Source: an optimization exercise on an open RTL-to-GDS flow (aim: small area, a short achievable clock period and few clock cycles). Production flows keep margins and buffers that such runs may drop. Function was checked by simulation only, so behaviour that the tests miss may differ from the original.

## SinX
module SinX(Out, OE, In, start, clk, reset);
	input clk, reset, start;
	input [31:0] In;
	output [31:0] Out;
	output OE;
	localparam [31:0] C360 = 32'h43B40000;
	localparam [31:0] C180 = 32'h43340000;
	localparam [31:0] C90  = 32'h42B40000;
	localparam [31:0] C45  = 32'h42340000;
	localparam [31:0] KCORDIC = 32'h3F1B7507;
	reg st_idle, st_red, st_f2, st_f3, st_it, st_out;
	reg [4:0] i;
	reg s;
	reg [31:0] x, y, z;
	wire [31:0] arctan_i =
		(i == 5'd2) ? 32'h41D48539 :
		(i == 5'd3) ? 32'h41609474 :
		(i == 5'd4) ? 32'h40E40022 :
		(i == 5'd5) ? 32'h4064E2A9 :
		(i == 5'd6) ? 32'h3FE51BCA :
		(i == 5'd7) ? 32'h3F652A1A :
		(i == 5'd8) ? 32'h3EE52DAF :
		(i == 5'd9) ? 32'h3E652E94 :
		(i == 5'd10) ? 32'h3DE52ECD :
		(i == 5'd11) ? 32'h3D652EDC :
		(i == 5'd12) ? 32'h3CE52EDF :
		(i == 5'd13) ? 32'h3C652EE0 :
		(i == 5'd14) ? 32'h3BE52EE0 :
		(i == 5'd15) ? 32'h3B652EE0 :
		(i == 5'd16) ? 32'h3BF5471D :
		(i == 5'd17) ? 32'h3A652EE0 :
		(i == 5'd18) ? 32'h39E52EE0 :
		(i == 5'd19) ? 32'h39652EE0 :
		32'h38E52EE0;
	wire k360 = ~z[31] & (z[30:0] > C360[30:0]);
	wire k180 = ~z[31] & (z[30:0] > C180[30:0]);
	wire k90 = ~z[31] & (z[30:0] > C90[30:0]);
	wire [7:0] i8 = {3'b000, i};
	wire [31:0] ysh = {y[31], y[30:23] - i8, y[22:0]};
	wire [31:0] xsh = {x[31], x[30:23] - i8, x[22:0]};
	wire [31:0] zb = st_it ? arctan_i : (k180 ? C360 : (k90 ? C180 : C45));
	wire [31:0] xo, yo, zo;
	fp_addsub az(zo, z, zb, ~st_it | ~z[31]);
	wire d = zo[31];
	fp_addsub ax(xo, x, ysh, ~d);
	fp_addsub ay(yo, y, xsh, d);
	wire fold = (st_red & ~k360 & k180) | ((st_red | st_f2) & ~k180 & k90);
	wire go_it = ((st_red | st_f2) & ~k90) | st_f3;
	wire last = st_it & (i == 5'd20);
	always @(posedge clk, posedge reset) begin
  ...
Size: about 3400 cells after synthesis, about 110 flip-flops, about 68 I/O pins, about 20000 µm² of cells after synthesis.
==> module fp_addsub, before the edit <==
module fp_addsub(Sum, A, B, sub);
	input [31:0] A, B;
	input sub;
	output [31:0] Sum;
	wire sA = A[31];
	wire sB = B[31] ^ sub;
	wire [7:0] eA = A[30:23];
	wire [7:0] eB = B[30:23];
	wire [23:0] mA = {1'b1, A[22:0]};
	wire [23:0] mB = {1'b1, B[22:0]};
	wire [7:0] ddl;
	wire ddc;
	rca #(8) u_dd(ddl, ddc, eA, ~eB, 1'b1);
	wire [8:0] dd = {~ddc, ddl};
	function automatic gt23;
		input [22:0] a, b;
		reg [31:0] g, e;
		integer l, k;
		begin
			g = {9'd0, b & ~a};
			e = {9'h1FF, ~(a ^ b)};
			for (l = 1; l < 32; l = l * 2)
				for (k = 0; k < 32; k = k + 2 * l) begin
					g[k] = g[k + l] | (e[k + l] & g[k]);
					e[k] = e[k + l] & e[k];
				end
			gt23 = g[0];
		end
	endfunction
	wire swap = dd[8] | ((dd[7:0] == 8'd0) & gt23(A[22:0], B[22:0]));
	wire [7:0] eBig = swap ? eB : eA;
	wire [7:0] d = dd[8] ? -dd[7:0] : dd[7:0];
	wire [23:0] mBig = swap ? mB : mA;
	wire [23:0] mSm = swap ? mA : mB;
	wire [23:0] mSh = (d[7:5] != 3'd0 || d[4:3] == 2'b11) ? 24'd0 : (mSm >> d[4:0]);
	wire eff_sub = sA ^ sB;
	wire [23:0] bx = mSh ^ {24{eff_sub}};
	function automatic [24:0] bk_add;
		input [23:0] a, b;
		input ci;
		reg [31:0] g, p, G, P;
		integer l, k;
		begin
			g = {8'd0, a & b};
			p = {8'd0, a ^ b};
			g[0] = g[0] | (p[0] & ci);
			G = g; P = p;
			for (l = 1; l < 32; l = l * 2)
				for (k = 2 * l - 1; k < 32; k = k + 2 * l) begin
					G[k] = G[k] | (P[k] & G[k - l]);
					P[k] = P[k] & P[k - l];
				end
			for (l = 8; l >= 1; l = l / 2)
				for (k = 3 * l - 1; k < 32; k = k + 2 * l) begin
					G[k] = G[k] | (P[k] & G[k - l]);
					P[k] = P[k] & P[k - l];
				end
			bk_add[0] = p[0] ^ ci;
			for (k = 1; k < 24; k = k + 1)
				bk_add[k] = p[k] ^ G[k - 1];
			bk_add[24] = G[23];
		end
	endfunction
	wire [24:0] R0 = bk_add(mBig, bx, eff_sub);
	wire [23:0] Rl = R0[23:0];
	wire rc = R0[24];
	wire [24:0] R = {rc ^ eff_sub, Rl};
	wire [23:0] F0 = R[24:1];
	wire z16 = F0[23:8] == 16'd0;
	wire [23:0] F1 = z16 ? {F0[7:0], 16'd0} : F0;
	wire z8 = F1[23:16] == 8'd0;
	wire [23:0] F2 = z8 ? {F1[15:0], 8'd0} : F1;
	wire z4 = F2[23:20] == 4'd0;
	wire [23:0] F3 = z4 ? {F2[19:0], 4'd0} : F2;
	wire z2 = F3[23:22] == 2'd0;
	wire [23:0] F4 = z2 ? {F3[21:0], 2'd0} : F3;
	wire z1 = ~F4[23];
	wire [23:0] F5 = z1 ? {F4[22:0], 1'b0} : F4;
	wire [4:0] lz = (z16 & F0[7:0] == 8'd0) ? 5'd24 : {z16, z8, z4, z2, z1};
	wire [7:0] E = eBig + 8'd1 - {3'b000, lz};
	assign Sum = {swap ? sB : sA, E, F5[22:0]};
endmodule
==> module SinX, before the edit <==
module SinX(Out, OE, In, start, clk, reset);
	input clk, reset, start;
	input [31:0] In;
	output [31:0] Out;
	output OE;
	localparam [31:0] C360 = 32'h43B40000;
	localparam [31:0] C180 = 32'h43340000;
	localparam [31:0] C90  = 32'h42B40000;
	localparam [31:0] C45  = 32'h42340000;
	localparam [31:0] KCORDIC = 32'h3F1B7507;
	reg st_idle, st_red, st_f2, st_f3, st_it, st_out;
	reg [4:0] i;
	reg s;
	reg [31:0] x, y, z;
	wire [31:0] arctan_i =
		(i == 5'd2) ? 32'h41D48539 :
		(i == 5'd3) ? 32'h41609474 :
		(i == 5'd4) ? 32'h40E40022 :
		(i == 5'd5) ? 32'h4064E2A9 :
		(i == 5'd6) ? 32'h3FE51BCA :
		(i == 5'd7) ? 32'h3F652A1A :
		(i == 5'd8) ? 32'h3EE52DAF :
		(i == 5'd9) ? 32'h3E652E94 :
		(i == 5'd10) ? 32'h3DE52ECD :
		(i == 5'd11) ? 32'h3D652EDC :
		(i == 5'd12) ? 32'h3CE52EDF :
		(i == 5'd13) ? 32'h3C652EE0 :
		(i == 5'd14) ? 32'h3BE52EE0 :
		(i == 5'd15) ? 32'h3B652EE0 :
		(i == 5'd16) ? 32'h3BF5471D :
		(i == 5'd17) ? 32'h3A652EE0 :
		(i == 5'd18) ? 32'h39E52EE0 :
		(i == 5'd19) ? 32'h39652EE0 :
		32'h38E52EE0;
	wire k360 = ~z[31] & (z[30:0] > C360[30:0]);
	wire k180 = ~z[31] & (z[30:0] > C180[30:0]);
	wire k90 = ~z[31] & (z[30:0] > C90[30:0]);
	wire [7:0] i8 = {3'b000, i};
	wire [31:0] ysh = {y[31], y[30:23] - i8, y[22:0]};
	wire [31:0] xsh = {x[31], x[30:23] - i8, x[22:0]};
	wire [31:0] zb = st_it ? arctan_i : (k180 ? C360 : (k90 ? C180 : C45));
	wire [31:0] xo, yo, zo;
	fp_addsub az(zo, z, zb, ~st_it | ~z[31]);
	wire d = zo[31];
	fp_addsub ax(xo, x, ysh, ~d);
	fp_addsub ay(yo, y, xsh, d);
	wire fold = (st_red & ~k360 & k180) | ((st_red | st_f2) & ~k180 & k90);
	wire go_it = ((st_red | st_f2) & ~k90) | st_f3;
	wire last = st_it & (i == 5'd20);
	always @(posedge clk, posedge reset) begin
		if (reset) begin
			st_idle <= 1'b1;
			st_red <= 1'b0;
			st_f2 <= 1'b0;
			st_f3 <= 1'b0;
			st_it <= 1'b0;
			st_out <= 1'b0;
		end else begin
			st_idle <= (st_idle & ~start) | st_out;
			st_red <= (st_idle & start) | (st_red & k360);
			st_f2 <= st_red & ~k360 & k180;
			st_f3 <= (st_red | st_f2) & ~k180 & k90;
			st_it <= go_it | (st_it & ~last);
			st_out <= last;
		end
	end
	always @(posedge clk) begin
		if (st_idle | st_out)
			z <= {1'b0, In[30:0]};
		else
			z <= {zo[31] & ~fold, zo[30:0]};
		if (st_idle)
			s <= In[31];
		else if (st_red & ~k360 & k180)
			s <= ~s;
		x <= (st_it | go_it) ? xo : KCORDIC;
		y <= (st_it | go_it) ? yo : KCORDIC;
		i <= (st_it | go_it) ? i + 5'd1 : 5'd1;
	end
	assign OE = st_out;
	assign Out = {s, y[30:0]};
endmodule
==> flow/config.mk <==
export PLATFORM = sky130hd
export DESIGN_NAME = SinX
export DESIGN_NICKNAME = SinX
export VERILOG_FILES = /design/flow/design.v
export SDC_FILE = /design/flow/constraint.sdc
export NUM_CORES = 4
export LEC_CHECK = 0
export ABC_AREA = 1
export ABC_CLOCK_PERIOD_IN_PS = 50000
export CAP_MARGIN = 20
export CORE_MARGIN = 2
export CORE_UTILIZATION = 50
export SLEW_MARGIN = 20
==> flow/constraint.sdc <==
create_clock -name core_clock -period 80.0 [get_ports {clk}]
set_input_delay 16.0000 -clock core_clock [delete_from_list [all_inputs] [get_ports {clk}]]
set_output_delay 16.0000 -clock core_clock [all_outputs]
set_load 0.01 [all_outputs]
standard.sh (not shown) runs the stock make flow with config.mk's settings and CLKGATE_MAP_FILE= SYNTH_SCRIPT=/design/flow/synth_recipe.tcl, a recipe that flattens the netlist after the stock synthesis.
==> flow/flow/run.sh <==
#!/bin/bash
# The standard layout (standard.sh: the standard synthesis, then ORFS to
# finish), except that the input and output ports are buffered with
# sky130_fd_sc_hd__buf_1 cells instead of the buffer ORFS picks by default
# (a clkdlybuf4s50_1 delay cell). Each make run's full output goes to a log
# file of its own in this folder; ORFS's per-step logs are under orfs/logs.
set -euo pipefail
bash standard.sh synth > make_synth.log 2>&1
bash standard.sh "BUFFER_PORTS_ARGS=-buffer_cell sky130_fd_sc_hd__buf_1" finish > make_finish.log 2>&1
Testbench counts at the start, summed over its fixed seeds: cycles 7,175.
==> next run, changes <==
--- a/flow/design.v
+++ b/flow/design.v
@@ -15,4 +15,5 @@
 endmodule
 module fp_addsub(Sum, A, B, sub);
+	parameter NORM_CASCADE = 0;
 	input [31:0] A, B;
 	input sub;
@@ -82,15 +83,29 @@
 	wire [24:0] R = {rc ^ eff_sub, Rl};
 	wire [23:0] F0 = R[24:1];
-	wire z16 = F0[23:8] == 16'd0;
-	wire [23:0] F1 = z16 ? {F0[7:0], 16'd0} : F0;
-	wire z8 = F1[23:16] == 8'd0;
-	wire [23:0] F2 = z8 ? {F1[15:0], 8'd0} : F1;
-	wire z4 = F2[23:20] == 4'd0;
-	wire [23:0] F3 = z4 ? {F2[19:0], 4'd0} : F2;
-	wire z2 = F3[23:22] == 2'd0;
-	wire [23:0] F4 = z2 ? {F3[21:0], 2'd0} : F3;
-	wire z1 = ~F4[23];
-	wire [23:0] F5 = z1 ? {F4[22:0], 1'b0} : F4;
-	wire [4:0] lz = (z16 & F0[7:0] == 8'd0) ? 5'd24 : {z16, z8, z4, z2, z1};
+	wire [4:0] lz;
+	wire [23:0] F5;
+	generate if (NORM_CASCADE) begin : norm_c
+		wire z16 = F0[23:8] == 16'd0;
+		wire [23:0] F1 = z16 ? {F0[7:0], 16'd0} : F0;
+		wire z8 = F1[23:16] == 8'd0;
+		wire [23:0] F2 = z8 ? {F1[15:0], 8'd0} : F1;
+		wire z4 = F2[23:20] == 4'd0;
+		wire [23:0] F3 = z4 ? {F2[19:0], 4'd0} : F2;
+		wire z2 = F3[23:22] == 2'd0;
+		wire [23:0] F4 = z2 ? {F3[21:0], 2'd0} : F3;
+		wire z1 = ~F4[23];
+		assign F5 = z1 ? {F4[22:0], 1'b0} : F4;
+		assign lz = (z16 & F0[7:0] == 8'd0) ? 5'd24 : {z16, z8, z4, z2, z1};
+	end else begin : norm_p
+		reg [4:0] lzp;
+		integer k;
+		always @(*) begin
+			lzp = 5'd24;
+			for (k = 0; k < 24; k = k + 1)
+				if (F0[k]) lzp = 5'd23 - k[4:0];
+		end
+		assign lz = lzp;
+		assign F5 = F0 << lzp;
+	end endgenerate
 	wire [7:0] E = eBig + 8'd1 - {3'b000, lz};
 	assign Sum = {swap ? sB : sA, E, F5[22:0]};
@@ -140,6 +155,6 @@
 	fp_addsub az(zo, z, zb, ~st_it | ~z[31]);
 	wire d = zo[31];
-	fp_addsub ax(xo, x, ysh, ~d);
-	fp_addsub ay(yo, y, xsh, d);
+	fp_addsub #(1) ax(xo, x, ysh, ~d);
+	fp_addsub #(1) ay(yo, y, xsh, d);
 	wire fold = (st_red & ~k360 & k180) | ((st_red | st_f2) & ~k180 & k90);
 	wire go_it = ((st_red | st_f2) & ~k90) | st_f3;
Die area goes down by 0.35%. Count of clock-buffer cells in the layout stays the same. First-iteration DRC count fell by 8.7%. Hold slack degrades by 34 ps. Via count goes down by 0.42%. Sequential cell count stays the same. Design area barely changes. Core utilization goes up by 0.77 points. Worst setup slack got worse by 41 ps. Area after synthesis fell by 0.36%. Synthesized cell count is lower by 1.7%.
Testbench counts after the change, summed over its fixed seeds: cycles 7,175.

static timing again, ports no longer ideal:
The flow's constraints put no driver on any port. The routed layouts listed below were extracted and timed again, unchanged, in two steps. Step 1 sets driving cells, clkbuf_16 on the clock port and buf_2 on the other inputs (assumed; they add their load-dependent delay and slew). Step 2 times the ports against the registers' clock, not the clock port: input delays grow and output delays shrink by t, the midpoint of the rising clock arrivals with the driver on. Slacks: no drivers / after step 1 / after step 2; pairs: no drivers / after step 1.
run | t, ns | setup slack, ns | clock arrival spread, ns | worst register clock-pin slew, ns | pins driven straight from the clock port
the first run | 0.454 | 62.954 / 62.897 / 63.159 | 0.019 / 0.019 | 0.10 / 0.10 | 1
the second run | 0.453 | 62.913 / 62.858 / 63.310 | 0.027 / 0.027 | 0.10 / 0.10 | 1
After both steps setup and hold are still met in every run listed.
